Context: an optimization exercise on an open-source flow, tuned for small area and a short achievable clock period. The choices shown serve that exercise and are no tape-out recipe. In this exercise RTL edits were held to simulation tests only and were not proved equivalent to the original.

--- flow/config.mk ---
export PLATFORM = sky130hd
export DESIGN_NAME = top_module_d11
export DESIGN_NICKNAME = top_module_d11
export VERILOG_FILES = /design/flow/design.v
export SDC_FILE = /design/flow/constraint.sdc
export NUM_CORES = 4
export LEC_CHECK = 0
export CAP_MARGIN = 20
export CORE_MARGIN = 2
export CORE_UTILIZATION = 65
export CTS_BUF_LIST = sky130_fd_sc_hd__clkbuf_8
export SLEW_MARGIN = 20
--- flow/constraint.sdc ---
create_clock -name core_clock -period 10.0 [get_ports {i_clk}]
set_input_delay 2.0000 -clock core_clock [delete_from_list [all_inputs] [get_ports {i_clk}]]
set_output_delay 2.0000 -clock core_clock [all_outputs]
set_load 0.01 [all_outputs]
--- flow/design.v ---
module M0_Share1(
    i_in1,
    o_out1
);
input wire [0:15] i_in1;
output wire [0:15] o_out1;
assign o_out1[ 0] = i_in1[4] ^ i_in1[ 8] ^ i_in1[12];
assign o_out1[ 1] = i_in1[1] ^ i_in1[ 9] ^ i_in1[13];
assign o_out1[ 2] = i_in1[2] ^ i_in1[ 6] ^ i_in1[14];
assign o_out1[ 3] = i_in1[3] ^ i_in1[ 7] ^ i_in1[11];
assign o_out1[ 4] = i_in1[0] ^ i_in1[ 4] ^ i_in1[ 8];
assign o_out1[ 5] = i_in1[5] ^ i_in1[ 9] ^ i_in1[13];
assign o_out1[ 6] = i_in1[2] ^ i_in1[10] ^ i_in1[14];
assign o_out1[ 7] = i_in1[3] ^ i_in1[ 7] ^ i_in1[15];
assign o_out1[ 8] = i_in1[0] ^ i_in1[ 4] ^ i_in1[12];
assign o_out1[ 9] = i_in1[1] ^ i_in1[ 5] ^ i_in1[ 9];
assign o_out1[10] = i_in1[6] ^ i_in1[10] ^ i_in1[14];
assign o_out1[11] = i_in1[3] ^ i_in1[11] ^ i_in1[15];
assign o_out1[12] = i_in1[0] ^ i_in1[ 8] ^ i_in1[12];
assign o_out1[13] = i_in1[1] ^ i_in1[ 5] ^ i_in1[13];
assign o_out1[14] = i_in1[2] ^ i_in1[ 6] ^ i_in1[10];
assign o_out1[15] = i_in1[7] ^ i_in1[11] ^ i_in1[15];
endmodule
module M1_Share1(
    i_in1,
    o_out1
);
input wire [0:15] i_in1;
output wire [0:15] o_out1;
assign o_out1[ 0] = i_in1[0] ^ i_in1[ 4] ^ i_in1[ 8];
assign o_out1[ 1] = i_in1[5] ^ i_in1[ 9] ^ i_in1[13];
assign o_out1[ 2] = i_in1[2] ^ i_in1[10] ^ i_in1[14];
assign o_out1[ 3] = i_in1[3] ^ i_in1[ 7] ^ i_in1[15];
assign o_out1[ 4] = i_in1[0] ^ i_in1[ 4] ^ i_in1[12];
assign o_out1[ 5] = i_in1[1] ^ i_in1[ 5] ^ i_in1[ 9];
assign o_out1[ 6] = i_in1[6] ^ i_in1[10] ^ i_in1[14];
assign o_out1[ 7] = i_in1[3] ^ i_in1[11] ^ i_in1[15];
assign o_out1[ 8] = i_in1[0] ^ i_in1[ 8] ^ i_in1[12];
assign o_out1[ 9] = i_in1[1] ^ i_in1[ 5] ^ i_in1[13];
assign o_out1[10] = i_in1[2] ^ i_in1[ 6] ^ i_in1[10];
assign o_out1[11] = i_in1[7] ^ i_in1[11] ^ i_in1[15];
assign o_out1[12] = i_in1[4] ^ i_in1[ 8] ^ i_in1[12];
assign o_out1[13] = i_in1[1] ^ i_in1[ 9] ^ i_in1[13];
assign o_out1[14] = i_in1[2] ^ i_in1[ 6] ^ i_in1[14];
assign o_out1[15] = i_in1[3] ^ i_in1[ 7] ^ i_in1[11];
endmodule
module Mprime_cir(
    in,
    out
);
input wire [0:63] in;
output wire [0:63] out;
M0_Share1 m00_Share1(
    .i_in1 (in[0:15]),
    .o_out1 (out[0:15])
);
M1_Share1 m10_Share1(
    .i_in1 (in[16:31]),
    .o_out1 (out[16:31])
);
M1_Share1 m11_Share1(
    .i_in1 (in[32:47]),
    .o_out1 (out[32:47])
);
M0_Share1 m01_Share1(
    .i_in1 (in[48:63]),
    .o_out1 (out[48:63])
);
endmodule
module affine_2sh(
    in1,
    in2,
    out1,
    out2
);
parameter N=64;
input wire [N - 1 : 0] in1;
input wire [N - 1 : 0] in2;
output wire [N - 1 : 0] out1;
output wire [N - 1 : 0] out2;
genvar i;
generate
for (i=0; i<16; i= i + 1) begin : SHARE1
    affine_share1 sh1(
        .i_in1 (in1[3 + i * 4  : i * 4]),
        .o_out1 (out1[3 + i * 4  : i * 4])
    );
end
endgenerate
generate
for (i=0; i<16; i= i + 1) begin : SHARE2
    affine_share2 sh2(
        .i_in2 (in2[3 + i * 4  : i * 4]),
        .o_out2 (out2[3 + i * 4  : i * 4])
    );
end
endgenerate
endmodule
module affine_share1 (
    i_in1,
    o_out1
);        
    input wire [0:3] i_in1;
    output wire [0:3] o_out1;
    wire x1, w1, v1, u1;
    assign x1 = i_in1[0];
    assign w1 = i_in1[1];
    assign v1 = i_in1[2];
    assign u1 = i_in1[3];
    assign o_out1[3] = 1 ^ v1 ;
    assign o_out1[2] = u1 ^ v1 ^ w1 ;
    assign o_out1[1] = 1 ^ x1 ;
    assign o_out1[0] = w1 ;
endmodule
module affine_share2 (
    i_in2,
    o_out2
);         
    input wire [0:3] i_in2;
    output wire [0:3] o_out2;
    wire x2, w2, v2, u2;
    assign x2 = i_in2[0];
    assign w2 = i_in2[1];
    assign v2 = i_in2[2];
    assign u2 = i_in2[3];
    assign o_out2[3] = v2 ;
    assign o_out2[2] = u2 ^ v2 ^ w2 ;
    assign o_out2[1] = x2 ;
    assign o_out2[0] = w2 ;
endmodule
module inv_sr_2sh(
    in1,
    in2,
    out1,
    out2
);
    parameter N = 64;
    input wire [N - 1 : 0] in1;
    input wire [N - 1 : 0] in2;
    output wire [N - 1 : 0] out1;
    output wire [N - 1 : 0] out2;
    inv_sr_cir sh1(
        .in   (in1),
        .out (out1)
    );
    inv_sr_cir sh2(
        .in   (in2),
        .out (out2)
    );
endmodule
module inv_sr_cir(
    in,
    out
);
input wire [0 : 63] in;
output wire [0 : 63] out;
genvar  i;
generate
  for  ( i  =  0 ;  i  <  16 ;  i  =  i + 1 )
    begin  :  mix
       assign  out[((20*i) % 64):((20*i) % 64) + 3] = in[i*4 : i*4 + 3];
    end
endgenerate
endmodule
module mprime_cir_2sh(
    in1,
    in2,
    out1,
    out2
);
    parameter N = 64;
    input wire [N - 1 : 0] in1;
    input wire [N - 1 : 0] in2;
    output wire [N - 1 : 0] out1;
    output wire [N - 1 : 0] out2;
    Mprime_cir sh1(
        .in   (in1),
        .out (out1)
    );
    Mprime_cir sh2(
        .in   (in2),
        .out (out2)
    );
endmodule
module mux_cir(
    sel,
    a,
    b,
    out
);
parameter N = 64;
input wire sel;
input wire [N - 1 : 0] a;
input wire [N - 1 : 0] b;
output wire [N - 1 : 0] out;
assign out = sel? a : b;
endmodule
module mux_cir_2sh(
    sel,
    a1,
    a2,
    b1,
    b2,
    out1,
    out2
);
    parameter N = 64;
    input wire sel;
    input wire [N - 1 : 0] a1;
    input wire [N - 1 : 0] a2;
    input wire [N - 1 : 0] b1;
    input wire [N - 1 : 0] b2;
    output wire [N - 1 : 0] out1;
    output wire [N - 1 : 0] out2;
    mux_cir sh1(
        .sel (sel),
        .a   (a1),
        .b   (b1),
        .out (out1)
    );
    mux_cir sh2(
        .sel (sel),
        .a   (a2),
        .b   (b2),
        .out (out2)
    );
endmodule
module out_key_share_flip(
    in_key,
    out_key
);
input wire [63 : 0] in_key;
output wire [63 : 0] out_key;
assign out_key = {in_key[0], in_key[63 : 2], in_key[1] ^ in_key[63]};
endmodule
module s (
  in1,
  in2,
  out1,
  out2,
  out3,
  out4
);
    input wire [3:0] in1;
    input wire [3:0] in2;
    output wire [7:0] out1;
    output wire [7:0] out2;
    output wire [7:0] out3;
    output wire [7:0] out4;
    s_bit1 sb1_inst (
      .in1 (in1),
      .in2 (in2),
      .out (out1)
    );
    s_bit2 sb2_inst (
      .in1 (in1),
      .in2 (in2),
      .out (out2)
    );
    s_bit3 sb3_inst (
      .in1 (in1),
      .in2 (in2),
      .out (out3)
    );
    s_bit4 sb4_inst (
      .in1 (in1),
      .in2 (in2),
      .out (out4)
    );
endmodule
module s_bit1 (
  in1,
  in2,
  out
);
    input wire [3:0] in1;
    input wire [3:0] in2;
    output wire [7:0] out;
    wire x1, y1, z1, w1;
    wire x2, y2, z2, w2;
    assign x1 = in1[3];
    assign x2 = in2[3];
    assign y1 = in1[2];
    assign y2 = in2[2];
    assign z1 = in1[1];
    assign z2 = in2[1];
    assign w1 = in1[0];
    assign w2 = in2[0];
    s_bit1_sh1 s_bit11_inst (
      .w1 (w1),
      .z1 (z1),
      .y1 (y1),
      .x1 (x1),
      .out1 (out[0])
    );
    s_bit1_sh2 s_bit12_inst (
      .w2 (w2),
      .z2 (z2),
      .y1 (y1),
      .x1 (x1),
      .out2 (out[1])
    );
    s_bit1_sh3 s_bit13_inst (
      .y2 (y2),
      .z1 (z1),
      .w2 (w2),
      .x1 (x1),
      .out3 (out[2])
    );
    s_bit1_sh4 s_bit14_inst (
      .y2 (y2),
      .w1 (w1),
      .z2 (z2),
      .out4 (out[3])
    );
    s_bit1_sh5 s_bit15_inst (
      .x2 (x2),
      .w2 (w2),
      .y1 (y1),
      .z1 (z1),
      .out5 (out[4])
    );
    s_bit1_sh6 s_bit16_inst (
      .x2 (x2),
      .w1 (w1),
      .y1 (y1),
      .z2 (z2),
      .out6 (out[5])
    );
    s_bit1_sh7 s_bit17_inst (
      .x2 (x2),
      .y2 (y2),
      .w1 (w1),
      .z1 (z1),
      .out7 (out[6])
    );
    s_bit1_sh8 s_bit18_inst (
      .y2 (y2),
      .w2 (w2),
      .z2 (z2),
      .out8 (out[7])
    );
endmodule
module s_bit1_sh1 (
  w1,
  z1,
  y1,
  x1,
  out1
);
    input wire w1;
    input wire z1;
    input wire y1;
    input wire x1;
    output wire out1;
    assign out1 = 1'b1 ^ y1 ^ x1 ^ z1 & w1 ^ y1 & z1 ^ x1 & w1 ^ x1 & y1 ^ y1 & z1 & w1 ;
endmodule
module s_bit1_sh2 (
  w2,
  z2,
  y1,
  x1,
  out2
);
    input wire w2;
    input wire z2;
    input wire y1;
    input wire x1;
    output wire out2;
    assign out2 = z2 & w2 ^ y1 & z2 ^ x1 & w2 ^ y1 & z2 & w2 ;
endmodule
module s_bit1_sh3 (
  y2,
  z1,
  w2,
  x1,
  out3
);
    input wire y2;
    input wire z1;
    input wire w2;
    input wire x1;
    output wire out3;
    assign out3 = y2 ^ z1 & w2 ^ y2 & z1 ^ x1 & y2 ^ y2 & z1 & w2 ;
endmodule
module s_bit1_sh4 (
  y2,
  w1,
  z2,
  out4
);
    input wire y2;
    input wire w1;
    input wire z2;
    output wire out4;
    assign out4 = z2 & w1 ^ y2 & z2 ^ y2 & z2 & w1 ;
endmodule
module s_bit1_sh5 (
  x2,
  w2,
  y1,
  z1,
  out5
);
    input wire x2;
    input wire w2;
    input wire y1;
    input wire z1;
    output wire out5;
    assign out5 = x2 ^ x2 & w2 ^ x2 & y1 ^ y1 & z1 & w2 ;
endmodule
module s_bit1_sh6 (
  x2,
  w1,
  y1,
  z2,
  out6
);
    input wire x2;
    input wire w1;
    input wire y1;
    input wire z2;
    output wire out6;
    assign out6 = x2 & w1 ^ y1 & z2 & w1 ;
endmodule
module s_bit1_sh7 (
  x2,
  y2,
  w1,
  z1,
  out7
);
    input wire x2;
    input wire y2;
    input wire w1;
    input wire z1;
    output wire out7;
    assign out7 = x2 & y2 ^ y2 & z1 & w1 ;
endmodule
module s_bit1_sh8 (
  y2,
  w2,
  z2,
  out8
);
    input wire y2;
    input wire w2;
    input wire z2;
    output wire out8;
    assign out8 = y2 & z2 & w2 ;
endmodule
module s_bit2 (
  in1,
  in2,
  out
);
    input wire [3:0] in1;
    input wire [3:0] in2;
    output wire [7:0] out;
    wire x1, y1, z1, w1;
    wire x2, y2, z2, w2;
    assign x1 = in1[3];
    assign x2 = in2[3];
    assign y1 = in1[2];
    assign y2 = in2[2];
    assign z1 = in1[1];
    assign z2 = in2[1];
    assign w1 = in1[0];
    assign w2 = in2[0];
    s_bit2_sh1 s_bit21_inst (
      .w1 (w1),
      .z1 (z1),
      .y1 (y1),
      .x1 (x1),
      .out1 (out[0])
    );
    s_bit2_sh2 s_bit22_inst (
      .w2 (w2),
      .y1 (y1),
      .z2 (z2),
      .x1 (x1),
      .out2 (out[1])
    );
    s_bit2_sh3 s_bit23_inst (
      .y2 (y2),
      .w2 (w2),
      .z1 (z1),
      .x1 (x1),
      .out3 (out[2])
    );
    s_bit2_sh4 s_bit24_inst (
      .y2 (y2),
      .w1 (w1),
      .z2 (z2),
      .x1 (x1),
      .out4 (out[3])
    );
    s_bit2_sh5 s_bit25_inst (
      .x2 (x2),
      .z1 (z1),
      .y1 (y1),
      .w2 (w2),
      .out5 (out[4])
    );
    s_bit2_sh6 s_bit26_inst (
      .x2 (x2),
      .w1 (w1),
      .z2 (z2),
      .y1 (y1),
      .out6 (out[5])
    );
    s_bit2_sh7 s_bit27_inst (
      .x2 (x2),
      .y2 (y2),
      .w1 (w1),
      .z1 (z1),
      .out7 (out[6])
    );
    s_bit2_sh8 s_bit28_inst (
      .x2 (x2),
      .y2 (y2),
      .w2 (w2),
      .z2 (z2),
      .out8 (out[7])
    );
endmodule
module s_bit2_sh1 (
  w1,
  z1,
  y1,
  x1,
  out1
);
    input wire w1;
    input wire z1;
    input wire y1;
    input wire x1;
    output wire out1;
    assign out1 = 1'b1 ^ y1 & w1 ^ y1 & z1 ^ x1 & z1 ^ y1 & z1 & w1 ^ x1 & y1 & z1 ;
endmodule
module s_bit2_sh2 (
  w2,
  y1,
  z2,
  x1,
  out2
);
    input wire w2;
    input wire y1;
    input wire z2;
    input wire x1;
    output wire out2;
    assign out2 = y1 & w2 ^ y1 & z2 ^ x1 & z2 ^ y1 & z2 & w2 ^ x1 & y1 & z2 ;
endmodule
module s_bit2_sh3 (
  y2,
  w2,
  z1,
  x1,
  out3
);
    input wire y2;
    input wire w2;
    input wire z1;
    input wire x1;
    output wire out3;
    assign out3 = y2 & w2 ^ y2 & z1 ^ y2 & z1 & w2 ^ x1 & y2 & z1 ;
endmodule
module s_bit2_sh4 (
  y2,
  w1,
  z2,
  x1,
  out4
);
    input wire y2;
    input wire w1;
    input wire z2;
    input wire x1;
    output wire out4;
    assign out4 = y2 & w1 ^ y2 & z2 ^ y2 & z2 & w1 ^ x1 & y2 & z2 ;
endmodule
module s_bit2_sh5 (
  x2,
  z1,
  y1,
  w2,
  out5
);
    input wire x2;
    input wire z1;
    input wire y1;
    input wire w2;
    output wire out5;
    assign out5 = x2 & z1 ^ y1 & z1 & w2 ^ x2 & y1 & z1 ;
endmodule
module s_bit2_sh6 (
  x2,
  w1,
  z2,
  y1,
  out6
);
    input wire x2;
    input wire w1;
    input wire z2;
    input wire y1;
    output wire out6;
    assign out6 = x2 & z2 ^ y1 & z2 & w1 ^ x2 & y1 & z2 ;
endmodule
module s_bit2_sh7 (
  x2,
  y2,
  w1,
  z1,
  out7
);
    input wire x2;
    input wire y2;
    input wire w1;
    input wire z1;
    output wire out7;
    assign out7 = y2 & z1 & w1 ^ x2 & y2 & z1 ;
endmodule
module s_bit2_sh8 (
  x2,
  y2,
  w2,
  z2,
  out8
);
    input wire x2;
    input wire y2;
    input wire w2;
    input wire z2;
    output wire out8;
    assign out8 = y2 & z2 & w2 ^ x2 & y2 & z2 ;
endmodule
module s_bit3 (
  in1,
  in2,
  out
);
    input wire [3:0] in1;
    input wire [3:0] in2;
    output wire [7:0] out;
    wire x1, y1, z1, w1;
    wire x2, y2, z2, w2;
    assign x1 = in1[3];
    assign x2 = in2[3];
    assign y1 = in1[2];
    assign y2 = in2[2];
    assign z1 = in1[1];
    assign z2 = in2[1];
    assign w1 = in1[0];
    assign w2 = in2[0];
    s_bit3_sh1 s_bit31_inst (
      .w1 (w1),
      .z1 (z1),
      .y1 (y1),
      .x1 (x1),
      .out1 (out[0])
    );
    s_bit3_sh2 s_bit32_inst (
      .w2 (w2),
      .z2 (z2),
      .y1 (y1),
      .x1 (x1),
      .out2 (out[1])
    );
    s_bit3_sh3 s_bit33_inst (
      .y2 (y2),
      .z1 (z1),
      .w2 (w2),
      .x1 (x1),
      .out3 (out[2])
    );
    s_bit3_sh4 s_bit34_inst (
      .y2 (y2),
      .w1 (w1),
      .z2 (z2),
      .x1 (x1),
      .out4 (out[3])
    );
    s_bit3_sh5 s_bit35_inst (
      .x2 (x2),
      .w2 (w2),
      .z1 (z1),
      .y1 (y1),
      .out5 (out[4])
    );
    s_bit3_sh6 s_bit36_inst (
      .x2 (x2),
      .w1 (w1),
      .z2 (z2),
      .y1 (y1),
      .out6 (out[5])
    );
    s_bit3_sh7 s_bit37_inst (
      .x2 (x2),
      .y2 (y2),
      .w1 (w1),
      .z1 (z1),
      .out7 (out[6])
    );
    s_bit3_sh8 s_bit38_inst (
      .x2 (x2),
      .y2 (y2),
      .w2 (w2),
      .z2 (z2),
      .out8 (out[7])
    );
endmodule
module s_bit3_sh1 (
  w1,
  z1,
  y1,
  x1,
  out1
);
    input wire w1;
    input wire z1;
    input wire y1;
    input wire x1;
    output wire out1;
    assign out1 = w1 ^ x1 ^ z1 & w1 ^ x1 & w1 ^ x1 & z1 ^ x1 & z1 & w1 ^ x1 & y1 & z1 ;
endmodule
module s_bit3_sh2 (
  w2,
  z2,
  y1,
  x1,
  out2
);
    input wire w2;
    input wire z2;
    input wire y1;
    input wire x1;
    output wire out2;
    assign out2 = w2 ^ z2 & w2 ^ x1 & w2 ^ x1 & z2 ^ x1 & z2 & w2 ^ x1 & y1 & z2 ;
endmodule
module s_bit3_sh3 (
  y2,
  z1,
  w2,
  x1,
  out3
);
    input wire y2;
    input wire z1;
    input wire w2;
    input wire x1;
    output wire out3;
    assign out3 = z1 & w2 ^ x1 & z1 & w2 ^ x1 & y2 & z1 ;
endmodule
module s_bit3_sh4 (
  y2,
  w1,
  z2,
  x1,
  out4
);
    input wire y2;
    input wire w1;
    input wire z2;
    input wire x1;
    output wire out4;
    assign out4 = z2 & w1 ^ x1 & z2 & w1 ^ x1 & y2 & z2 ;
endmodule
module s_bit3_sh5 (
  x2,
  w2,
  z1,
  y1,
  out5
);
    input wire x2;
    input wire w2;
    input wire z1;
    input wire y1;
    output wire out5;
    assign out5 = x2 ^ x2 & w2 ^ x2 & z1 ^ x2 & z1 & w2 ^ x2 & y1 & z1 ;
endmodule
module s_bit3_sh6 (
  x2,
  w1,
  z2,
  y1,
  out6
);
    input wire x2;
    input wire w1;
    input wire z2;
    input wire y1;
    output wire out6;
    assign out6 = x2 & w1 ^ x2 & z2 ^ x2 & z2 & w1 ^ x2 & y1 & z2 ;
endmodule
module s_bit3_sh7 (
  x2,
  y2,
  w1,
  z1,
  out7
);
    input wire x2;
    input wire y2;
    input wire w1;
    input wire z1;
    output wire out7;
    assign out7 = x2 & z1 & w1 ^ x2 & y2 & z1 ;
endmodule
module s_bit3_sh8 (
  x2,
  y2,
  w2,
  z2,
  out8
);
    input wire x2;
    input wire y2;
    input wire w2;
    input wire z2;
    output wire out8;
    assign out8 = x2 & z2 & w2 ^ x2 & y2 & z2 ;
endmodule
module s_bit4 (
  in1,
  in2,
  out
);
    input wire [3:0] in1;
    input wire [3:0] in2;
    output wire [7:0] out;
    wire x1, y1, z1, w1;
    wire x2, y2, z2, w2;
    assign x1 = in1[3];
    assign x2 = in2[3];
    assign y1 = in1[2];
    assign y2 = in2[2];
    assign z1 = in1[1];
    assign z2 = in2[1];
    assign w1 = in1[0];
    assign w2 = in2[0];
    s_bit4_sh1 s_bit41_inst (
      .w1 (w1),
      .z1 (z1),
      .y1 (y1),
      .x1 (x1),
      .out1 (out[0])
    );
    s_bit4_sh2 s_bit42_inst (
      .w2 (w2),
      .z2 (z2),
      .y1 (y1),
      .x1 (x1),
      .out2 (out[1])
    );
    s_bit4_sh3 s_bit43_inst (
      .y2 (y2),
      .z1 (z1),
      .w2 (w2),
      .x1 (x1),
      .out3 (out[2])
    );
    s_bit4_sh4 s_bit44_inst (
      .y2 (y2),
      .w1 (w1),
      .z2 (z2),
      .x1 (x1),
      .out4 (out[3])
    );
    s_bit4_sh5 s_bit45_inst (
      .x2 (x2),
      .z1 (z1),
      .y1 (y1),
      .w2 (w2),
      .out5 (out[4])
    );
    s_bit4_sh6 s_bit46_inst (
      .x2 (x2),
      .w1 (w1),
      .y1 (y1),
      .z2 (z2),
      .out6 (out[5])
    );
    s_bit4_sh7 s_bit47_inst (
      .x2 (x2),
      .y2 (y2),
      .w1 (w1),
      .z1 (z1),
      .out7 (out[6])
    );
    s_bit4_sh8 s_bit48_inst (
      .x2 (x2),
      .y2 (y2),
      .w2 (w2),
      .z2 (z2),
      .out8 (out[7])
    );
endmodule
module s_bit4_sh1 (
  w1,
  z1,
  y1,
  x1,
  out1
);
    input wire w1;
    input wire z1;
    input wire y1;
    input wire x1;
    output wire out1;
    assign out1 = 1'b1 ^ z1 ^ x1 ^ y1 & z1 ^ x1 & y1 ^ y1 & z1 & w1 ^ x1 & z1 & w1 ^ x1 & y1 & w1 ;
endmodule
module s_bit4_sh2 (
  w2,
  z2,
  y1,
  x1,
  out2
);
    input wire w2;
    input wire z2;
    input wire y1;
    input wire x1;
    output wire out2;
    assign out2 = z2 ^ y1 & z2 ^ y1 & z2 & w2 ^ x1 & z2 & w2 ^ x1 & y1 & w2 ;
endmodule
module s_bit4_sh3 (
  y2,
  z1,
  w2,
  x1,
  out3
);
    input wire y2;
    input wire z1;
    input wire w2;
    input wire x1;
    output wire out3;
    assign out3 = y2 & z1 ^ x1 & y2 ^ y2 & z1 & w2 ^ x1 & z1 & w2 ^ x1 & y2 & w2 ;
endmodule
module s_bit4_sh4 (
  y2,
  w1,
  z2,
  x1,
  out4
);
    input wire y2;
    input wire w1;
    input wire z2;
    input wire x1;
    output wire out4;
    assign out4 = y2 & z2 ^ y2 & z2 & w1 ^ x1 & z2 & w1 ^ x1 & y2 & w1 ;
endmodule
module s_bit4_sh5 (
  x2,
  z1,
  y1,
  w2,
  out5
);
    input wire x2;
    input wire z1;
    input wire y1;
    input wire w2;
    output wire out5;
    assign out5 = x2 ^ x2 & y1 ^ y1 & z1 & w2 ^ x2 & z1 & w2 ^ x2 & y1 & w2 ;
endmodule
module s_bit4_sh6 (
  x2,
  w1,
  y1,
  z2,
  out6
);
    input wire x2;
    input wire w1;
    input wire y1;
    input wire z2;
    output wire out6;
    assign out6 = y1 & z2 & w1 ^ x2 & z2 & w1 ^ x2 & y1 & w1 ;
endmodule
module s_bit4_sh7 (
  x2,
  y2,
  w1,
  z1,
  out7
);
    input wire x2;
    input wire y2;
    input wire w1;
    input wire z1;
    output wire out7;
    assign out7 = x2 & y2 ^ y2 & z1 & w1 ^ x2 & z1 & w1 ^ x2 & y2 & w1 ;
endmodule
module s_bit4_sh8 (
  x2,
  y2,
  w2,
  z2,
  out8
);
    input wire x2;
    input wire y2;
    input wire w2;
    input wire z2;
    output wire out8;
    assign out8 = y2 & z2 & w2 ^ x2 & z2 & w2 ^ x2 & y2 & w2 ;
endmodule
module sbox_rmsk (
    in1,
    in2,
    in3,
    in4,
    in_rand,
    out1,
    out2,
    out3,
    out4
);
input wire [7 : 0] in1;
input wire [7 : 0] in2;
input wire [7 : 0] in3;
input wire [7 : 0] in4;
input wire [11 : 0] in_rand;
output wire [7 : 0] out1;
output wire [7 : 0] out2;
output wire [7 : 0] out3;
output wire [7 : 0] out4;
wire [2 : 0] r1;
wire [2 : 0] r2;
wire [2 : 0] r3;
wire [2 : 0] r4;
wire [2 : 0] r1_inv;
wire [2 : 0] r2_inv;
wire [2 : 0] r3_inv;
wire [2 : 0] r4_inv;
assign r1 = in_rand[2 : 0];
assign r2 = in_rand[5 : 3];
assign r3 = in_rand[8 : 6];
assign r4 = in_rand[11 : 9];
assign r1_inv = {r1[0],r1[1],r1[2]};
assign r2_inv = {r2[0],r2[1],r2[2]};
assign r3_inv = {r3[0],r3[1],r3[2]};
assign r4_inv = {r4[0],r4[1],r4[2]};
  assign out1 = {in1[7], in1[6:4] ^ r1, in1[3:1] ^ r1_inv, in1[0]};
  assign out2 = {in2[7], in2[6:4] ^ r2, in2[3:1] ^ r2_inv, in2[0]};
  assign out3 = {in3[7], in3[6:4] ^ r3, in3[3:1] ^ r3_inv, in3[0]};
  assign out4 = {in4[7], in4[6:4] ^ r4, in4[3:1] ^ r4_inv, in4[0]};
endmodule
module share_reg(
    i_clk,
    i_d,
    o_q
);
input wire i_clk;
input wire i_d;
output wire o_q;
reg state;
always @(posedge i_clk )
begin
        state <= i_d;
end
assign o_q = state;
endmodule
module sr_2sh(
    in1,
    in2,
    out1,
    out2
);
    parameter N = 64;
    input wire [N - 1 : 0] in1;
    input wire [N - 1 : 0] in2;
    output wire [N - 1 : 0] out1;
    output wire [N - 1 : 0] out2;
    sr_cir sh1(
        .in   (in1),
        .out (out1)
    );
    sr_cir sh2(
        .in   (in2),
        .out (out2)
    );
endmodule
module sr_cir(
    in,
    out
);
input wire [0 : 63] in;
output wire [0 : 63] out;
genvar  i;
generate
  for  ( i  =  0 ;  i  <  16 ;  i  =  i + 1 )
    begin  :  mix
       assign  out[((52*i) % 64):((52*i) % 64) + 3] = in[i*4 : i*4 + 3];
    end
endgenerate
endmodule
module xor_cir(
    a,
    b,
    out
);
parameter N = 64;
input wire [N - 1 : 0] a;
input wire [N - 1 : 0] b;
output wire [N - 1 : 0] out;
assign out = a ^ b;
endmodule
module xor_cir4(
    in1,
    in2,
    in3,
    in4,
    out
);
parameter N = 1;
input wire [N - 1 : 0] in1;
input wire [N - 1 : 0] in2;
input wire [N - 1 : 0] in3;
input wire [N - 1 : 0] in4;
output wire [N - 1 : 0] out;
  assign out = in1 ^ in2 ^ in3 ^ in4;
endmodule
module xor_cir_2sh(
    a1,
    a2,
    b1,
    b2,
    out1,
    out2
);
    parameter N = 64;
    input wire [N - 1 : 0] a1;
    input wire [N - 1 : 0] a2;
    input wire [N - 1 : 0] b1;
    input wire [N - 1 : 0] b2;
    output wire [N - 1 : 0] out1;
    output wire [N - 1 : 0] out2;
    xor_cir sh1(
        .a   (a1),
        .b   (b1),
        .out (out1)
    );
    xor_cir sh2(
        .a   (a2),
        .b   (b2),
        .out (out2)
    );
endmodule
module top_module_d11(
    i_clk,
    i_reset,
    i_start,
    i_load,
    i_enc_dec,
    i_pt1,
    i_pt2,
    i_key1,
    i_key2,
    i_r,
    o_ct1,
    o_ct2,
    o_done
);
input  i_start;
input  i_clk;
input  i_reset;
input  i_enc_dec;
input  i_load;
input  [191 : 0] i_r;
input  [63 : 0] i_pt1;
input  [63 : 0] i_pt2;
input  [127 : 0] i_key1;
input  [127 : 0] i_key2;
output wire [63 : 0] o_ct1;
output wire [63 : 0] o_ct2;
output wire o_done;
localparam [63:0] ALPHA = 64'hc0ac29b7c97c50dd;
reg        idle;
reg        halt;
reg        done_reg;
reg  [4:0] cnt;      
reg  [3:0] m_fw;     
reg  [3:0] m_bw;     
reg        enc_dec_reg;
wire load_now  = idle & i_load;
wire start_now = idle & ~i_load & i_start;
wire last      = ~idle & ~halt & (cnt == 5'd23);
always @(posedge i_clk or posedge i_reset)
begin
    if (i_reset == 1'b1) begin
        idle     <= 1'b1;
        halt     <= 1'b0;
        done_reg <= 1'b0;
    end else begin
        done_reg <= last;
        if (start_now)
            idle <= 1'b0;
        else if (halt && !i_start)
            idle <= 1'b1;
        if (last)
            halt <= 1'b1;
        else if (!i_start)
            halt <= 1'b0;
    end
end
always @(posedge i_clk)
begin
    if (idle) begin
        cnt  <= 5'd1;
        m_fw <= 4'b0011;
        m_bw <= 4'b0101;
    end else begin
        cnt  <= cnt + 5'd1;
        m_fw <= {cnt < 5'd10, cnt < 5'd11, cnt < 5'd10, cnt < 5'd11};
        m_bw <= {cnt >= 5'd12, cnt >= 5'd12, cnt >= 5'd13, cnt >= 5'd13};
    end
end
always @(posedge i_clk)
begin
    if (load_now)
        enc_dec_reg <= i_enc_dec;
end
assign o_done = done_reg;
reg  [4:0] rsel;
reg        rflip;
reg  [4:0] rsel_next;
always @(*) begin
    case (cnt[4:1])
        4'd0:  rsel_next = 5'b00001;    
        4'd1:  rsel_next = 5'b00010;    
        4'd2:  rsel_next = 5'b00100;
        4'd3:  rsel_next = 5'b01000;
        4'd4:  rsel_next = 5'b10000;    
        4'd6:  rsel_next = 5'b10000;    
        4'd7:  rsel_next = 5'b01000;
        4'd8:  rsel_next = 5'b00100;
        4'd9:  rsel_next = 5'b00010;
        default: rsel_next = 5'b00001;  
    endcase
end
always @(posedge i_clk)
begin
    rsel  <= rsel_next;
    rflip <= (cnt >= 5'd11) ^ enc_dec_reg;
end
localparam [63:0] RC1 = 64'h13198a2e03707344;
localparam [63:0] RC2 = 64'ha4093822299f31d0;
localparam [63:0] RC3 = 64'h082efa98ec4e6c89;
localparam [63:0] RC4 = 64'h452821e638d01377;
localparam [63:0] RC5 = 64'hbe5466cf34e90c6c;
wire [63:0] rc = (({64{rsel[0]}} & RC1) | ({64{rsel[1]}} & RC2) |
                  ({64{rsel[2]}} & RC3) | ({64{rsel[3]}} & RC4) |
                  ({64{rsel[4]}} & RC5)) ^ ({64{rflip}} & ALPHA);
reg  [63:0] k1_1, k1_2;
reg  [63:0] kw_1, kw_2;
wire [63:0] ik0f_1, ik0f_2;
out_key_share_flip in_ok1(.in_key(i_key1[127:64]), .out_key(ik0f_1));
out_key_share_flip in_ok2(.in_key(i_key2[127:64]), .out_key(ik0f_2));
wire [63:0] k0in_1  = i_enc_dec ? ik0f_1 : i_key1[127:64];
wire [63:0] k0in_2  = i_enc_dec ? ik0f_2 : i_key2[127:64];
wire [63:0] k0out_1 = i_enc_dec ? i_key1[127:64] : ik0f_1;
wire [63:0] k0out_2 = i_enc_dec ? i_key2[127:64] : ik0f_2;
always @(posedge i_clk)
begin
    if (load_now) begin
        k1_1 <= i_key1[63:0];
        k1_2 <= i_key2[63:0];
        kw_1 <= k0out_1 ^ i_key1[63:0] ^ (i_enc_dec ? 64'h0 : ALPHA);
        kw_2 <= k0out_2 ^ i_key2[63:0];
    end
end
reg  [63:0] st1, st2;
reg  [31:0] sreg [15:0];
wire [63:0] comp1, comp2;
genvar i;
generate
for (i = 0; i < 16; i = i + 1) begin : SB
    wire [7:0] so1, so2, so3, so4;
    wire [7:0] rm1, rm2, rm3, rm4;
    s sbox(
        .in1 (st1[4*i + 3 : 4*i]),
        .in2 (st2[4*i + 3 : 4*i]),
        .out1(so1),
        .out2(so2),
        .out3(so3),
        .out4(so4)
    );
    sbox_rmsk rmsk(
        .in1 (so1),
        .in2 (so2),
        .in3 (so3),
        .in4 (so4),
        .in_rand (i_r[11 + 12*i : 12*i]),
        .out1(rm1),
        .out2(rm2),
        .out3(rm3),
        .out4(rm4)
    );
    always @(posedge i_clk)
        sreg[i] <= {rm4, rm3, rm2, rm1};
    assign comp1[4*i + 0] = ^sreg[i][ 3: 0];
    assign comp2[4*i + 0] = ^sreg[i][ 7: 4];
    assign comp1[4*i + 1] = ^sreg[i][11: 8];
    assign comp2[4*i + 1] = ^sreg[i][15:12];
    assign comp1[4*i + 2] = ^sreg[i][19:16];
    assign comp2[4*i + 2] = ^sreg[i][23:20];
    assign comp1[4*i + 3] = ^sreg[i][27:24];
    assign comp2[4*i + 3] = ^sreg[i][31:28];
end
endgenerate
wire [63:0] rk1 = k1_1 ^ rc;
wire [63:0] rk2 = k1_2;
wire [63:0] oa1, oa2;
affine_2sh outaff(.in1(comp1), .in2(comp2), .out1(oa1), .out2(oa2));
wire [63:0] bk1, bk2;
inv_sr_2sh invsr(.in1(oa1 ^ rk1), .in2(oa2 ^ rk2), .out1(bk1), .out2(bk2));
wire [63:0] sel_bw = {{16{m_bw[3]}}, {16{m_bw[2]}}, {16{m_bw[1]}}, {16{m_bw[0]}}};
wire [63:0] sel_fw = {{16{m_fw[3]}}, {16{m_fw[2]}}, {16{m_fw[1]}}, {16{m_fw[0]}}};
wire [63:0] z1 = (sel_bw & bk1) | (~sel_bw & comp1);
wire [63:0] z2 = (sel_bw & bk2) | (~sel_bw & comp2);
wire [63:0] w1, w2;
mprime_cir_2sh mprime(.in1(z1), .in2(z2), .out1(w1), .out2(w2));
wire [63:0] ws1, ws2;
sr_2sh srows(.in1(w1), .in2(w2), .out1(ws1), .out2(ws2));
wire [63:0] wa1, wa2;
affine_2sh inaff(.in1(w1), .in2(w2), .out1(wa1), .out2(wa2));
wire [63:0] rv1 = (sel_fw & (ws1 ^ rk1)) | (~sel_fw & wa1);
wire [63:0] rv2 = (sel_fw & (ws2 ^ rk2)) | (~sel_fw & wa2);
wire [63:0] x0_1 = i_pt1 ^ k0in_1 ^ i_key1[63:0] ^ (i_enc_dec ? ALPHA : 64'h0);
wire [63:0] x0_2 = i_pt2 ^ k0in_2 ^ i_key2[63:0];
always @(posedge i_clk)
begin
    if (idle) begin
        if (i_load) begin
            st1 <= x0_1;
            st2 <= x0_2;
        end
    end else begin
        st1 <= rv1;
        st2 <= rv2;
    end
end
assign o_ct1 = oa1 ^ kw_1;
assign o_ct2 = oa2 ^ kw_2;
endmodule
--- flow/flow/run.sh ---
#!/bin/bash
set -euo pipefail
export BUFFER_PORTS_ARGS="-buffer_cell sky130_fd_sc_hd__buf_1"
bash standard.sh SETUP_SLACK_MARGIN=5.5 finish > standard_flow.log 2>&1
--- flow/standard.sh ---
#!/bin/bash
# synth_recipe.tcl (not shown) runs the flow's synth.tcl, then flattens the netlist and writes it again
# the make line also repeats each setting of config.mk as NAME=value (left out here)
make -C /OpenROAD-flow-scripts/flow DESIGN_CONFIG=/design/flow/config.mk WORK_HOME=/design/flow/orfs CLKGATE_MAP_FILE= SYNTH_SCRIPT=/design/flow/synth_recipe.tcl "${@:-finish}"
==> results of run 1 <==
-- per-layer routing --
metal,vias to the layer above,part of all wire,routed length [um]
li1,21545,-,-
met1,22992,0.36,77800
met2,3246,0.44,94800
met3,738,0.12,27000
met4,16,0.077,16800
met5,-,0.00053,115
-- worst max-delay path: stages, from the launching register on --
cell     delay, ns
dfxtp_1       0.32
xnor2_1       0.17
xnor2_2       0.48
xnor2_4       0.19
xnor2_4       0.28
xnor2_4       0.19
buf_2         0.18
-- synth_stat cells (all sizes together) (13+ instances only) --
cell type / number
a211oi: 32
a21boi: 13
a21oi: 505
a22oi: 21
and2: 19
and3: 32
buf: 55
clkbuf: 298
dfxtp: 531
edfxtp: 385
ha: 34
inv: 93
maj3: 14
mux2: 13
mux2i: 171
nand2: 437
nand2b: 51
nand3: 59
nor2: 308
nor2b: 139
nor3: 32
nor3b: 14
o211ai: 45
o21ai: 386
o22ai: 22
xnor2: 1670
xnor3: 49
xor2: 524
xor3: 32
-- area by class of cell --
| cell class | count | share of cell area |
|---|---|---|
| diodes | 17 | 0.000625 |
| clock buffers | 198 | 0.0400 |
| clock inverters | 99 | 0.00898 |
| inverters | 98 | 0.00558 |
| multi-input cells | 4694 | 0.536 |
| flip-flops and latches | 919 | 0.327 |
| well taps | 1176 | 0.0216 |
| repair buffers | 887 | 0.0602 |
-- timing repair --
| action | CTS | global route |
|---|---|---|
| pin swaps | 89 | 55 |
| setup buffers | 89 | 26 |
| resized for setup | 223 | 65 |
| endpoints found under the setup margin | 57 | 29 |
-- final timing paths --
check	start	end	slack, ns	cells past startpoint
min	enc_dec_reg$_DFFE_PP_	rflip$_DFF_P_	0.44	1
min in group asynchronous	i_reset	halt$_DFFE_PP0P_	0.96	2
max in group asynchronous	i_reset	idle$_DFFE_PP1P_	8.83	2
max	sreg[5][6]$_DFF_P_	o_ct2[21]	5.31	6
max reg2reg	rflip$_DFF_P_	st1[38]$_DFFE_PN_	5.69	10
min reg2reg	enc_dec_reg$_DFFE_PP_	rflip$_DFF_P_	0.44	1
-- logic make-up after synthesis --
kind of cell,Yosys count
adders and majority gates,48
xor gates and xnor gates,2275
DFF,919
buffers and inverters,451
muxes,184
and+or+nand+nor,1117
AOI/OAI and AO/OA,1070
-- cells in the final DEF, fill, tap and decap left out, drive strengths merged, types with 8 or more instances in the layout --
cell	instances
xnor2	1670
buf	884
dfxtp	531
xor2	524
a21oi	505
nand2	437
o21ai	386
edfxtp	385
nor2	308
clkbuf	201
mux2i	171
inv	161
nor2b	139
nand3	59
nand2b	51
xnor3	49
o211ai	45
ha	34
a211oi	32
and3	32
nor3	32
xor3	32
clkinv	27
o22ai	22
a22oi	21
and2	19
diode	17
maj3	14
nor3b	14
a21boi	13
mux2	13
a211o	11
o2bb2a	8
or3b	8
==> notes.md, run 1 <==
ys async rst share = 0.00326
placed wire-length estimate = 165000 um
WHS = 0.444 ns
die area = 92600 um2
Syn Area/Cell = 9.67 um2
#FFs+latches synth = 919
Mapped Cells = 6064
Post-synth EDFFs = 385
busiest grt layer = met2
Rel. slew slack = 0.246
fillcell total = 6589
register area share after synthesis = 0.380
post-route DRC violation count = 0
main combinational cell family by area after synthesis = XOR/XNOR gates
grt ovf = 0
Synth Area in Compound Gates = 0.0999
I/O pin cnt = 710
Yosys top cell by area = xnor2_1
Max Root-Sink Buffers = 3
fin. max-slew vios = 0
fraction of layout cells with a size suffix above 1 = 0.106
worst skew pair latency = 0.89 ns
number of global-route vias before repair = 45635
RSZ-0062 raised after global routing = yes
CTS tree = built
M1 GR Usage = 0.568
final-report setup violation count = 0
global-route track usage on met3 = 0.125
Layout Nets = 7373
period utilisation layout = 0.469
multi-input logic area = 36500 um2
clock sink count = 919
WL per Instance = 26.8 um
placed cell areas = 61900 um2
Final WS setup = 5.31 ns
largest net degree at the start of global routing = 130
clock-pin slew on the worst setup and hold paths = 0.06 ns
top_reg_cell synth = dfxtp_1
final count of hold timing violations = 0
DR iter-0 viols = 6888
fin util = 0.759
Die H = 304 um
Routed Antenna Nets = 0
Design Area, Final = 68100 um2
post-synth top area share = 0.246
placed cell count = 7659
die extent in x = 304 um
GRT Overall Usage = 0.454
met2 Usage GRT = 0.686
Data arrival, critical path = 2.69 ns
Biggest register = sreg
Mapped Area = 58600 um2
CP required = 8.00 ns
Yosys Warn Count = 2
Final Wtd Congestion = 1.05
via count = 48537
Seq. cell area = 22300 um2
simple-gate area share of the yosys netlist = 0.0866
fin crit period = 4.69 ns
initial antenna violation count = 23
Place WS = 5.55 ns
CTS buffer count = 158
outcome = complete, no violations
Final Non-Filler Cells = 8088
worst-path fanout max = 3
fmax = 213 MHz
total core area = 89700 um2
clk root buf = clkbuf_8
net count after synthesis = 6679
Post-Synth Adder-Cell Area = 0.00965
Setup TNS Final = 0 ns
CP Class = reg2out
post-synthesis mux area share = 0.0318
Synth area leaders = xnor2_1 (25%), edfxtp_1 (20%), dfxtp_1 (18%)
Slew @ Worst Pin = 1.12 ns
Initial Util = 0.653
Rows = 110
max reg flops = 512
startpoint types = flop
routed wire length = 216000 um
# Max-Cap Violations = 0
CTS H-Tree Depth = 4
Worst Hold Class = reg2reg
xor/xnor cell area share of the yosys netlist = 0.363
Synth-to-Final Area Change = 16.2%
first-pass GRT wire length = 304000 um
Synth cell types = 68
Avg Vias per Cell = 6.00
Critical Path End Type = output pin
Pre-Repair DR Iteration Count = 9
buffers added on ports = 709
clk_skew = 0.0324 ns
CTS Hold Buffers Added = 0
==> inputs of run 2 (changes only) <==
--- a/flow/config.mk
+++ b/flow/config.mk
@@ -8,5 +8,4 @@
 export CAP_MARGIN = 20
 export CORE_MARGIN = 2
 export CORE_UTILIZATION = 65
-export CTS_BUF_LIST = sky130_fd_sc_hd__clkbuf_8
 export SLEW_MARGIN = 20
==> run 2 against run 1 <==
Still clean on timing, DRC and antenna. Flip-flop and latch count unchanged. Die area unchanged. Non-clock buffer count decreased by 72. Core utilization decreased by 1.7 points. Area after synthesis unchanged. Worst hold slack about the same. Critical path depth decreased by 2. Design area decreased by 2.3%. Count of clock-buffer cells in the layout decreased by 55. Clock skew increased by 0.0050 ns. Critical path type unchanged. Largest cell class unchanged.
==> notes.md, run 2 <==
fin. max-slew vios = 0 (unchanged)
Syn Area/Cell = 9.67 um2 (unchanged)
Yosys Warn Count = 2 (unchanged)
startpoint types = flop
Data arrival, critical path = 2.57 ns (-0.12 ns)
period utilisation layout = 0.457 (-0.0125)
post-synth top area share = 0.246 (unchanged)
clk_skew = 0.0374 ns (+0.00501 ns)
CP required = 8.00 ns (about the same)
most instantiated cells after synthesis = xnor2_1 (1647), dfxtp_1 (531), xor2_1 (524)
fin crit period = 4.57 ns (-0.125 ns)
Layout Nets = 7241 (-1.8%)
Rel. slew slack = 0.233 (-0.0127)
fmax = 219 MHz (+2.7%)
R2R Setup Slk = 5.56 ns (-0.13 ns)
worst-path fanout max = 5 (+2)
final-report setup violation count = 0 (unchanged)
Max Root-Sink Buffers = 3 (unchanged)
CTS Hold Buffers Added = 0 (unchanged)
die area = 92600 um2 (unchanged)
origin of the worst min-delay path = enc_dec_reg$_DFFE_PP_
total core area = 89700 um2 (unchanged)
most common cell after layout, fill and taps aside = xnor2_1
R2R Path End = st1[26]$_DFFE_PN_
Biggest register = sreg
I/O pin cnt = 710 (unchanged)
most frequent cells in the layout = xnor2_1 (1554), buf_1 (704), dfxtp_1 (522)
routed wire length = 214000 um (-1.1%)
Mapped Cells = 6064 (unchanged)
Final Wtd Congestion = 1.05 (unchanged)
buffers added on ports = 709 (unchanged)
RSZ-0062 raised after global routing = yes
# Max-Cap Violations = 0 (unchanged)
first-pass GRT wire length = 301000 um (-1.2%)
Synth-to-Final Area Change = 13.5%
final count of hold timing violations = 0 (unchanged)
initial antenna violation count = 22 (-4.3%)
net count after synthesis = 6679 (unchanged)
WL per Instance = 27.1 um (+1.2%)
Die H = 304 um (unchanged)
worst skew pair latency = 0.71 ns (-0.18 ns)
Synth area leaders = xnor2_1 (25%), edfxtp_1 (20%), dfxtp_1 (18%)
fillcell total = 6752 (+2.5%)
Synth cell types = 68 (unchanged)
fraction of layout cells with a size suffix above 1 = 0.0681 (-0.0379)
Mapped Area = 58600 um2 (unchanged)
CTS buffer count = 98 (-38%)
clock sink count = 919 (unchanged)
placed wire-length estimate = 165000 um (unchanged)
CTS H-Tree Depth = 3 (-1)
Worst R2R Path Depth = 10 (unchanged)
Avg Vias per Cell = 6.05 (+0.80%)
worst reg2reg startpoint = rsel[0]$_DFF_P_
Hold Path Sink = rflip$_DFF_P_
DR iter-0 viols = 6457 (-6.3%)
clk root buf = clkbuf_16
Final Non-Filler Cells = 7903 (-2.3%)
ys async rst share = 0.00326 (unchanged)
Pre-Repair DR Iteration Count = 8 (-1)
register area share after synthesis = 0.380 (unchanged)
largest net degree at the start of global routing = 130 (unchanged)
Critical Path End Type = output pin
max reg flops = 512 (unchanged)
via count = 47807 (-1.5%)
number of global-route vias before repair = 44806 (-1.8%)
Routed Antenna Nets = 0 (unchanged)
CTS tree = built
Setup TNS Final = 0 ns (unchanged)
clock-pin slew on the worst setup and hold paths = 0.07 ns (about the same)
Post-synth EDFFs = 385 (unchanged)
Yosys top cell by area = xnor2_1
placed cell count = 7659 (unchanged)
post-route DRC violation count = 0 (unchanged)
Slew @ Worst Pin = 1.14 ns (+0.0190 ns)
top_reg_cell synth = dfxtp_1
#FFs+latches synth = 919 (unchanged)
Worst Hold Class = reg2reg
Rows = 110 (unchanged)
CP Class = reg2out
Initial Util = 0.653 (unchanged)
WHS Path Cells = 1 (unchanged)
GRT Overall Usage = 0.447 (-0.00654)
outcome = complete, no violations
grt ovf = 0 (unchanged)
most frequent cell after synthesis = xnor2_1
die extent in x = 304 um (unchanged)
run 2: metal layers:
metal | up-vias | global-route usage | share of wire
li1 | 21265 | - | -
met1 | 22670 | 0.562 | 0.36
met2 | 3191 | 0.687 | 0.44
met3 | 667 | 0.117 | 0.12
met4 | 14 | 0.283 | 0.073
met5 | - | 0 | 0.00043
run 2: per-stage QoR:
step | cell area, um2 | hold WS [ns] | setup slack (ns) | util
2_1_floorplan | 58600 | 0.421 | 3.77 | -
5_1_grt | 66500 | 0.492 | 5.47 | 0.741
6_report | 66500 | 0.444 | 5.43 | 0.742
4_1_cts | 66200 | 0.447 | 5.32 | 0.738
3_5_place_dp | 61900 | 0.454 | 5.55 | 0.690
3_3_place_gp | 61900 | 0.438 | 5.63 | 0.690
run 2: final cells by class:
cell class	count	area, um2	area share
sequential	919	22300	0.335
multi-input combinational	4694	35500	0.534
inverter	98	380	0.00572
clock buffer	143	2960	0.0445
timing repair buffer	815	3510	0.0527
clock inverter	42	383	0.00575
antenna	16	40.0	0.000602
tap	1176	1470	0.0221
run 2: worst max path at each step:
stage / from / endpoint / slack (ns) / cells past startpoint
detailed placement: i_enc_dec / st2[57]$_DFFE_PN_ / 5.55 / 7
global route: sreg[5][13]$_DFF_P_ / o_ct2[21] / 5.47 / 6
floorplan: i_load / enc_dec_reg$_DFFE_PP_ / 3.77 / 2
CTS: sreg[5][23]$_DFF_P_ / o_ct2[21] / 5.32 / 6
finish: sreg[13][15]$_DFF_P_ / o_ct2[52] / 5.43 / 4
global placement: i_enc_dec / st2[57]$_DFFE_PN_ / 5.63 / 7
run 2: cell families (layout without fill, tap and decap cells):
family                     after synthesis  after routing  synth area share
muxes                                  184            184            0.0318
DFF                                    919            919             0.380
AOI/OAI and AO/OA                     1070           1070            0.0999
other                                    0             16                 0
xor gates and xnor gates              2275           2275             0.363
buffers and inverters                  451           1098            0.0294
and+or+nand+nor                       1117           1117            0.0866
adders and majority gates               48             48           0.00965
run 2: worst max-delay path, stage by stage, from the launching register on:
cell,delay [ns]
dfxtp_1,0.34
xnor2_1,0.39
xnor2_4,0.22
xnor2_1,0.69
buf_1,0.23
run 2: timing repair:
action / CTS / global route
setup buffers: 27 / 16
pin swaps: 27 / 15
endpoints found under the setup margin: 33 / 20
gates resized for setup: 99 / 29
==> inputs of run 3 (changes only) <==
==> flow/flow/run.sh (replaced) <==
#!/bin/bash
set -euo pipefail
export BUFFER_PORTS_ARGS="-buffer_cell sky130_fd_sc_hd__buf_1"
bash standard.sh SETUP_SLACK_MARGIN=5.5 MATCH_CELL_FOOTPRINT=0 finish > standard_flow.log 2>&1
==> run 3 against run 2 <==
Still clean on timing, DRC and antenna. Final cell count is essentially flat. Synthesized cell count is the same. First-iteration DRC count shrank 4.6%. Critical path depth grew 4. Non-clock buffer count grew 1. Setup slack lost 0.11 ns. Design area grew 0.25%. Count of clock-buffer cells in the layout shrank 9. Largest cell class unchanged.
==> notes.md, run 3 <==
outcome = complete, no violations
worst-path fanout max = 17 (+12)
buffers added on ports = 709 (unchanged)
xor/xnor cell area share of the yosys netlist = 0.363 (unchanged)
post-synth top area share = 0.246 (unchanged)
Slew @ Worst Pin = 1.23 ns (+0.0926 ns)
net count after synthesis = 6679 (unchanged)
clock-pin slew on the worst setup and hold paths = 0.07 ns (about the same)
WL per Instance = 26.7 um (-1.4%)
ys async rst share = 0.00326 (unchanged)
worst skew pair latency = 0.72 ns (about the same)
Avg Vias per Cell = 6.05 (about the same)
Data arrival, critical path = 5.24 ns (+2.67 ns)
initial antenna violation count = 24 (+9.1%)
Yosys top cell by area = xnor2_1
main combinational cell family by area after synthesis = XOR/XNOR gates
Synth cell types = 68 (unchanged)
crit path cell chain = nor2_1 > xnor2_1 > xor2_1 > a21oi_1 > xnor2_1 > xor2_1 > mux2i_1 > mux2i_1
register area share after synthesis = 0.380 (unchanged)
RSZ-0062 raised after global routing = yes
Synth Area in Compound Gates = 0.0999 (unchanged)
slowest cell on the critical path = nor2_1
met2 Usage GRT = 0.679 (-0.00734)
number of global-route vias before repair = 44228 (-1.3%)
CTS H-Tree Depth = 3 (unchanged)
Post-synth EDFFs = 385 (unchanged)
Routed Antenna Nets = 0 (unchanged)
Die H = 304 um (unchanged)
DR iter-0 viols = 6161 (-4.6%)
GRT Overall Usage = 0.442 (-0.00529)
Worst Hold Class = reg2reg
fin. max-slew vios = 0 (unchanged)
Initial Util = 0.653 (unchanged)
M1 GR Usage = 0.564 (+0.00190)
routed wire length = 211000 um (-1.4%)
Final Wtd Congestion = 1.04 (-1.3%)
Worst path max stage delay = 1.10 ns (+0.41 ns)
largest net degree at the start of global routing = 220 (+69%)
Setup TNS Final = 0 ns (unchanged)
CP Class = reg2reg
global-route track usage on met3 = 0.105 (-0.0128)
placed cell areas = 61900 um2 (about the same)
most common cell after layout, fill and taps aside = xnor2_1
grt ovf = 0 (unchanged)
Synth area leaders = xnor2_1 (25%), edfxtp_1 (20%), dfxtp_1 (18%)
Rel. slew slack = 0.174 (-0.0593)
final count of hold timing violations = 0 (unchanged)
via count = 47820 (+0.027%)
fin crit period = 4.68 ns (+0.112 ns)
first-pass GRT wire length = 297000 um (-1.1%)
Syn Area/Cell = 9.67 um2 (unchanged)
fillcell total = 6822 (+1.0%)
max reg flops = 512 (unchanged)
Synth-to-Final Area Change = 13.8%
busiest grt layer = met2
Rows = 110 (unchanged)
period utilisation layout = 0.468 (+0.0112)
I/O pin cnt = 710 (unchanged)
WHS = 0.456 ns (+0.0117 ns)
final-report setup violation count = 0 (unchanged)
# Max-Cap Violations = 0 (unchanged)
total core area = 89700 um2 (unchanged)
fraction of layout cells with a size suffix above 1 = 0.0705 (+0.00236)
#FFs+latches synth = 919 (unchanged)
most frequent cells in the layout = xnor2_1 (1550), buf_1 (704), dfxtp_1 (518)
die extent in x = 304 um (unchanged)
Mapped Cells = 6064 (unchanged)
top_reg_cell synth = dfxtp_1
CTS tree = built
Place WS = 5.48 ns (-0.0704 ns)
Buffers & Inverters on Critical Path = 0 (-1)
Layout Nets = 7242 (+0.014%)
clk root buf = clkbuf_16
placed wire-length estimate = 162000 um (-1.8%)
most instantiated cells after synthesis = xnor2_1 (1647), dfxtp_1 (531), xor2_1 (524)
fmax = 214 MHz (-2.4%)
Design Area, Final = 66700 um2 (+0.25%)
Top delay family on crit path = XOR/XNOR gates
startpoint types = flop
Yosys Warn Count = 2 (unchanged)
Post-Synth Adder-Cell Area = 0.00965 (unchanged)
CTS Hold Buffers Added = 0 (unchanged)
Max Root-Sink Buffers = 3 (unchanged)
die area = 92600 um2 (unchanged)
Mapped Area = 58600 um2 (unchanged)
simple-gate area share of the yosys netlist = 0.0866 (unchanged)
clock sink count = 919 (unchanged)
Biggest register = sreg
CTS buffer count = 98 (unchanged)
CP required = 10.56 ns (+2.56 ns)
Critical Path End Type = flop
post-synthesis mux area share = 0.0318 (unchanged)
clk_skew = 0.0295 ns (-0.00785 ns)
Pre-Repair DR Iteration Count = 6 (-2)
Final WS setup = 5.32 ns (-0.112 ns)
post-route DRC violation count = 0 (unchanged)
most frequent cell after synthesis = xnor2_1
==> run 3: what timing repair did <==
action                                  in CTS  in global routing
endpoints found under the setup margin      35                 25
resized for setup                           99                 43
buffers inserted                            34                 15
pin swaps                                   36                 20
==> run 3: cell families after synthesis <==
logic type	Yosys count
adder cells (fa/ha/maj)	48
AND/OR/NAND/NOR	1117
XOR/XNOR	2275
buffers and inverters	451
AO/OA/AOI/OAI	1070
flip-flops	919
multiplexers	184
==> run 3: routing by layer <==
metal / part of all wire / routed length [um]
met5: 0.00038 / 81
met4: 0.072 / 15200
met3: 0.12 / 25800
met2: 0.44 / 93100
met1: 0.36 / 76900
==> run 3: through the flow <==
step / utilization / instances
3_3_place_gp: 0.690 / 7654
3_5_place_dp: 0.690 / 7654
6_report: 0.743 / 7905
5_1_grt: 0.743 / 7902
4_1_cts: 0.739 / 7874
2_1_floorplan: - / 6064
==> run 3: final timing paths <==
| check | start | endpoint | slack (ns) | cells after the start |
|---|---|---|---|---|
| max | rsel[4]$_SDFF_PN0_ | st1[36]$_DFFE_PN_ | 5.32 | 8 |
| max in group asynchronous | i_reset | idle$_DFFE_PP1P_ | 8.68 | 2 |
| min reg2reg | enc_dec_reg$_DFFE_PP_ | rflip$_DFF_P_ | 0.46 | 1 |
| min | enc_dec_reg$_DFFE_PP_ | rflip$_DFF_P_ | 0.46 | 1 |
| min in group asynchronous | i_reset | halt$_DFFE_PP0P_ | 1.11 | 2 |
| max reg2reg | rsel[4]$_SDFF_PN0_ | st1[36]$_DFFE_PN_ | 5.32 | 8 |
==> run 3: layout make-up <==
type / count / area, um2 / area share
sequential: 919 / 22300 / 0.334
tap: 1176 / 1470 / 0.0221
clock buffer: 134 / 2820 / 0.0423
multi-input combinational: 4694 / 35600 / 0.534
inverter: 98 / 375 / 0.00563
clock inverter: 52 / 571 / 0.00855
timing repair buffer: 816 / 3510 / 0.0527
antenna: 16 / 40.0 / 0.000600
==> inputs of run 4 (changes only) <==
==> flow/flow/run.sh (replaced) <==
#!/bin/bash
set -euo pipefail
export BUFFER_PORTS_ARGS="-buffer_cell sky130_fd_sc_hd__buf_1"
bash standard.sh SETUP_SLACK_MARGIN=5.75 finish > standard_flow.log 2>&1
--- a/flow/config.mk
+++ b/flow/config.mk
@@ -8,4 +8,6 @@
 export CAP_MARGIN = 20
 export CORE_MARGIN = 2
 export CORE_UTILIZATION = 65
+export CTS_CLUSTER_DIAMETER = 80
+export CTS_CLUSTER_SIZE = 32
 export SLEW_MARGIN = 20
==> run 4 against run 3 <==
Still clean on timing, DRC and antenna. Core utilization is 0.46 points higher. Design area is 0.61% higher. Worst hold slack better by 0.0052 ns. Critical path depth is 3 lower. First-iteration DRC count is 5.0% higher. Area after synthesis stayed put. Critical endpoint is now o_ct1[37].
==> notes.md, run 4 <==
Syn Area/Cell = 9.67 um2 (unchanged)
grt ovf = 0 (unchanged)
final count of hold timing violations = 0 (unchanged)
Post-synth EDFFs = 385 (unchanged)
clock-pin slew on the worst setup and hold paths = 0.12 ns (+0.05 ns)
Initial Util = 0.653 (unchanged)
first-pass GRT wire length = 300000 um (+0.89%)
clk_skew = 0.0506 ns (+0.0211 ns)
Pre-Repair DR Iteration Count = 6 (unchanged)
Yosys Warn Count = 2 (unchanged)
die extent in x = 304 um (unchanged)
Worst R2R Path Depth = 9 (+1)
Rows = 110 (unchanged)
Max Root-Sink Buffers = 3 (unchanged)
post-route DRC violation count = 0 (unchanged)
#FFs+latches synth = 919 (unchanged)
Avg Vias per Cell = 6.07 (+0.30%)
origin of the worst min-delay path = enc_dec_reg$_DFFE_PP_
Data arrival, critical path = 2.44 ns (-2.80 ns)
Layout Nets = 7277 (+0.48%)
initial antenna violation count = 15 (-38%)
R2R Path End = st1[32]$_DFFE_PN_
outcome = complete, no violations
final-report setup violation count = 0 (unchanged)
Routed Antenna Nets = 0 (unchanged)
Hold Path Sink = rflip$_DFF_P_
top_reg_cell synth = dfxtp_1
CTS H-Tree Depth = 2 (-1)
Synth area leaders = xnor2_1 (25%), edfxtp_1 (20%), dfxtp_1 (18%)
GRT Overall Usage = 0.446 (+0.00374)
worst-path fanout max = 2 (-15)
fraction of layout cells with a size suffix above 1 = 0.0994 (+0.0289)
routed wire length = 215000 um (+1.8%)
CP Class = reg2out
R2R Setup Slk = 5.67 ns (+0.35 ns)
fin. max-slew vios = 0 (unchanged)
worst skew pair latency = 0.69 ns (-0.03 ns)
startpoint types = flop
Design Area, Final = 67100 um2 (+0.61%)
post-synth top area share = 0.246 (unchanged)
die area = 92600 um2 (unchanged)
DR iter-0 viols = 6468 (+5.0%)
Critical Path End Type = output pin
CTS buffer count = 46 (-53%)
Worst Hold Class = reg2reg
Die H = 304 um (unchanged)
largest net degree at the start of global routing = 130 (-41%)
Final Wtd Congestion = 1.05 (+1.3%)
I/O pin cnt = 710 (unchanged)
buffers added on ports = 709 (unchanged)
Yosys top cell by area = xnor2_1
placed wire-length estimate = 165000 um (+1.9%)
WL per Instance = 27.2 um (+2.0%)
most instantiated cells after synthesis = xnor2_1 (1647), dfxtp_1 (531), xor2_1 (524)
max reg flops = 512 (unchanged)
ys async rst share = 0.00326 (unchanged)
most frequent cells in the layout = xnor2_1 (1435), buf_1 (683), xor2_1 (502)
worst reg2reg startpoint = rflip$_DFF_P_
most common cell after layout, fill and taps aside = xnor2_1
via count = 47854 (+0.071%)
Synth cell types = 68 (unchanged)
Final WS setup = 5.56 ns (+0.241 ns)
total core area = 89700 um2 (unchanged)
RSZ-0062 raised after global routing = yes
CP required = 8.00 ns (-2.56 ns)
Place WS = 5.55 ns (+0.0704 ns)
fin util = 0.748 (+0.00456)
fmax = 225 MHz (+5.4%)
Setup TNS Final = 0 ns (unchanged)
register area share after synthesis = 0.380 (unchanged)
Mapped Area = 58600 um2 (unchanged)
Synth-to-Final Area Change = 14.5%
Biggest register = sreg
CTS tree = built
WHS Path Cells = 1 (unchanged)
net count after synthesis = 6679 (unchanged)
Rel. slew slack = 0.196 (+0.0219)
fin crit period = 4.44 ns (-0.241 ns)
most frequent cell after synthesis = xnor2_1
period utilisation layout = 0.444 (-0.0241)
# Max-Cap Violations = 0 (unchanged)
Slew @ Worst Pin = 1.20 ns (-0.0369 ns)
clock sink count = 919 (unchanged)
placed cell areas = 61900 um2 (about the same)
Mapped Cells = 6064 (unchanged)
clk root buf = clkbuf_16
number of global-route vias before repair = 44484 (+0.58%)
## run 4: cell counts after synthesis
No cell type changed its count.
## run 4: logic make-up (layout without fill, tap and decap cells)
family,after synthesis,count (layout),share of synthesized area
AO/OA/AOI/OAI,1070,1070,0.0999
XOR/XNOR,2275,2275,0.363
adder cells (fa/ha/maj),48,48,0.00965
buffers and inverters,451,1087,0.0294
flip-flops,919,919,0.380
multiplexers,184,184,0.0318
other,0,11,0
AND/OR/NAND/NOR,1117,1117,0.0866
## run 4: stage by stage
step                cells  hold slack [ns]
finish               7887            0.461
global route         7884            0.503
CTS                  7840            0.461
detailed placement   7659            0.454
global placement     7659            0.438
floorplan            6064            0.421
## run 4: critical path: stages (launching register included)
cell and delay [ns]:
dfxtp_1 0.34, xor2_2 0.21, xnor2_4 0.34, xor3_2 0.47, xnor2_4 0.27, buf_6 0.14
## run 4: area by class of cell
type | instances | area (um2)
Multi-Input combinational cell | 4694 | 36900
Timing Repair Buffer | 903 | 4250
Inverter | 98 | 380
Clock inverter | 30 | 422
Antenna cell | 11 | 27.5
Sequential cell | 919 | 22300
Tap cell | 1176 | 1470
Fill cell | 6662 | 22600
Clock buffer | 56 | 1330
## run 4: how the worst max path moves through the flow
stage / start / to / slack, ns / depth (start not counted)
final: sreg[9][18]$_DFF_P_ / o_ct1[37] / 5.56 / 5
after global routing: sreg[9][2]$_DFF_P_ / o_ct1[37] / 5.53 / 6
after CTS: sreg[9][11]$_DFF_P_ / o_ct1[37] / 5.50 / 6
after detailed placement: i_enc_dec / st2[57]$_DFFE_PN_ / 5.55 / 7
after global placement: i_enc_dec / st2[57]$_DFFE_PN_ / 5.63 / 7
after floorplan: i_load / enc_dec_reg$_DFFE_PP_ / 3.77 / 2
## run 4: routing by layer
metal  global-route usage  vias up  part of all wire
li1                     -    21266                 -
met5                    0        -           0.00033
met3                0.111      686              0.12
met1                0.567    22739              0.36
met4                0.268       10             0.074
met2                0.689     3153              0.44
## run 4: repair_timing
action	4_1_cts	5_1_grt
setup buffers	95	36
hold buffers	0	0
gates resized for setup	249	127
endpoints found under the setup margin	62	42
pin swaps	98	89

-- afterwards: timing with drivers on the ports --
How much do the figures lean on ideal ports? The routed layouts below were timed once more, with nothing changed but the port constraints.
Step 1 assumes that a clkbuf_16 drives the clock port and a buf_2 every other input.
Step 2 adds t to the input delays and takes it off the output delays; t is the mean of the earliest and latest rising clock arrival at the registers after step 1. Input paths then give back, and output paths get back, about the clock's delay inside the block.
a / b / c = ideal / step 1 / step 2; a / b = the first two.
| run | shift t [ns] | setup WS [ns] | worst setup path at the end | worst register clock-pin slew, ns |
|---|---|---|---|---|
| run 1 | 0.945 | 5.305 / 5.230 / 5.460 | input to register | 0.07 / 0.07 |
| run 2 | 0.772 | 5.431 / 5.354 / 5.435 | input to register | 0.07 / 0.07 |
| run 3 | 0.784 | 5.319 / 5.319 / 5.283 | input to register | 0.07 / 0.07 |
| run 4 | 0.746 | 5.560 / 5.477 / 5.388 | input to register | 0.12 / 0.12 |
After both steps every run listed still meets setup and hold. For run 4, which loses most, drivers alone change the setup slack by -0.083 ns; drivers and shift together by -0.172 ns.
